Context: an optimization exercise on an open-source flow, tuned for a short achievable clock period and few clock cycles. The choices shown serve that exercise and are no tape-out recipe.
In this exercise RTL edits were held to simulation tests only and were not proved equivalent to the original.
Power is estimated from default activity; no workload was simulated.

==> flow/design.v (excerpt) <==
module processor(
    input clk,
    input reset,
    output [4:0] mem_addr,
    output [15:0] mem_wdata,
    output mem_we,
    input [15:0] mem_rdata,
    output [15:0] result
);
For scale: about 2400 cells after synthesis, roughly 56 I/O pins, roughly 20000 µm² of cells after synthesis.
Settings: LEC_CHECK=0, CAP_MARGIN=20, CORE_MARGIN=2, CORE_UTILIZATION=40, SETUP_SLACK_MARGIN=3.3, SLEW_MARGIN=20, SYNTH_HIERARCHICAL=1, SYNTH_MINIMUM_KEEP_SIZE=0; clock period 5.5 ns.
standard.sh (not shown) runs the stock make flow with config.mk's settings and CLKGATE_MAP_FILE= SYNTH_SCRIPT=/design/flow/synth_recipe.tcl, a recipe that flattens the netlist after the stock synthesis.
==> flow/flow/run.sh <==
#!/bin/bash
# The standard layout, with two changes to how cells are sized: the port
# buffers are sky130_fd_sc_hd__buf_4 (the standard flow's buffer_ports picks
# a delay cell), and timing repair may resize a cell to a different
# footprint.
set -euo pipefail
bash standard.sh "BUFFER_PORTS_ARGS=-buffer_cell sky130_fd_sc_hd__buf_4" \
    MATCH_CELL_FOOTPRINT=0 finish > standard.log 2>&1
Testbench counts at the start, summed over its fixed seeds: cycles 20,048.
Edit:
Settings changed: ABC_AREA set to 1, SETUP_SLACK_MARGIN 3.3 to 3.5.
- setup slack improved by 0.041 ns
- cell count came out higher by 58%
- global-route usage came out lower by 1.3 points
- sequential share of layout area came out lower by 4.9 points
- wire length came out higher by about 14%
- cell area came out higher by about 20%
- power came out higher by about 6%
- combinational power came out higher by 34%
- core utilization came out higher by 1.9 points
- first-iteration DRC count came out higher by 20%
Edit:
Settings changed: SETUP_SLACK_MARGIN 3.5 to 3.3.
Die area does not change; count of clock-buffer cells in the layout came out lower by 5; wire length came out lower by a few percent; synthesized cell count stays the same; clock power is about the same; cell count came out lower slightly.

---

Setup of north:
Another version of the RTL of processor (not shown whole).
For scale: roughly 3,600 cells after synthesis, ~56 I/O pins, about 22,000 um^2 of cells after synthesis.
clock: 5.5 ns
lec_check: 0
abc_area: 1
cap_margin: 20
core_margin: 2
core_utilization: 40
setup_slack_margin: 3.3
slew_margin: 20
synth_hierarchical: 1
synth_minimum_keep_size: 0
run.sh (not shown) runs the stock make flow with config.mk's settings and CLKGATE_MAP_FILE= SYNTH_SCRIPT=/design/flow/synth_recipe.tcl, a recipe that flattens the netlist after the stock synthesis.
Stock flow here: none of the scripts above is used.
The flow did not stop early for north: all stages ran, and the layout cleared the timing, design-rule and antenna checks.
Testbench counts of north, summed over its fixed seeds: cycles 20,048.
[inputs] south vs north
==> flow/flow/run.sh (new file) <==
#!/bin/bash
# The standard layout, with two changes to how cells are sized: the port
# buffers are sky130_fd_sc_hd__buf_4 (the standard flow's buffer_ports picks
# a delay cell), and timing repair may resize a cell to a different
# footprint.
set -euo pipefail
bash standard.sh "BUFFER_PORTS_ARGS=-buffer_cell sky130_fd_sc_hd__buf_4" \
    MATCH_CELL_FOOTPRINT=0 finish > standard.log 2>&1
==> flow/standard.sh (new file) <==
#!/bin/bash
# synth_recipe.tcl (not shown) runs the flow's synth.tcl, then flattens the netlist and writes it again
# the make line also repeats each setting of config.mk as NAME=value (left out here)
make -C /OpenROAD-flow-scripts/flow DESIGN_CONFIG=/design/flow/config.mk WORK_HOME=/design/flow/orfs CLKGATE_MAP_FILE= SYNTH_SCRIPT=/design/flow/synth_recipe.tcl "${@:-finish}"
removed: flow/run.sh
Sort south and north by global-route wire length before repair, ascending, and south comes first. south and north ended up with roughly the same final cycle utilization of the critical path. In south, power density normalized to cell area is lower than in north. south went all the way through the flow, and no timing, DRC or antenna check failed. For multi-input combinational cell count, south and north come out practically identical. Compare south and north | met2 wirelength from detailed routing lower: south. Against north, south reports a power drawn by the clock network that is lower. Against north, south comes in 15 lower on count of buffers added by post-CTS timing repair for setup. When south is measured against north, its overall routed net length turns out 2.9% lower. The final net count number comes out higher for north vs south.
For east, these inputs were changed with respect to south:
- changing SETUP_SLACK_MARGIN from 3.3 to 3.5
Results
[compare] base=south new=east: wire length of the first global-routing pass rose by about 5%, routed wire length on met2 shows an increase of 8.4%. mem_wdata[3] as the end of the critical path was reported by east, and mem_wdata[12] by south. east against south: total area of multi-input combinational cells rose about 3.8%, via total after detailed routing climbed about 2.7%.
[inputs] west vs east
- SETUP_SLACK_MARGIN changed from 3.5 to 3.7
--- outcome ---
- Diff east -> west: overall global routing resource usage shows an increase of 1.7 points; number of buffers other than clock buffers in the final layout shows an increase of 57.
- west vs. east: peak supply drop higher; worst hold slack roughly the same.

-- port drivers added, routing unchanged --
The results above use ideal ports. As a check the final layouts listed here were re-extracted and re-timed, cells and wires unchanged. Step 1, drivers: a clkbuf_16 drives clk and a buf_2 each remaining input, both assumed. Step 2 moves the port delays by t, midway between the first and last clock arrival at a register: inputs arrive t later, outputs are due t later. That takes back most of the time a late clock gives input paths. a / b / c = ideal / step 1 / step 2; a / b = the first two.
| run | shift t [ns] | slack for setup (ns) | hold WS [ns] | worst setup path after step 2 | clock arrival spread, ns |
|---|---|---|---|---|---|
| the first run of note 1 | 0.627 | 3.235 / 3.206 / 2.579 | 0.433 / 0.433 / 0.433 | input to register | 0.019 / 0.019 |
| the second run of note 1 | 0.635 | 3.275 / 3.214 / 2.674 | 0.400 / 0.400 / 0.400 | input to register | 0.026 / 0.025 |
| the third run of note 1 | 0.637 | 3.273 / 3.214 / 2.703 | 0.389 / 0.389 / 0.389 | input to register | 0.028 / 0.028 |
| north | 0.635 | 3.287 / 3.225 / 2.700 | 0.397 / 0.397 / 0.397 | input to register | 0.011 / 0.011 |
| south | 0.635 | 3.287 / 3.224 / 2.643 | 0.392 / 0.392 / 0.392 | input to register | 0.019 / 0.019 |
| east | 0.633 | 3.286 / 3.225 / 2.661 | 0.395 / 0.395 / 0.395 | input to register | 0.034 / 0.034 |
| west | 0.637 | 3.288 / 3.227 / 2.683 | 0.395 / 0.395 / 0.395 | input to register | 0.026 / 0.026 |
After both steps setup and hold are still met in every run listed. For the first run of note 1, which loses most, drivers alone change the setup slack by -0.029 ns; drivers and shift together by -0.656 ns.
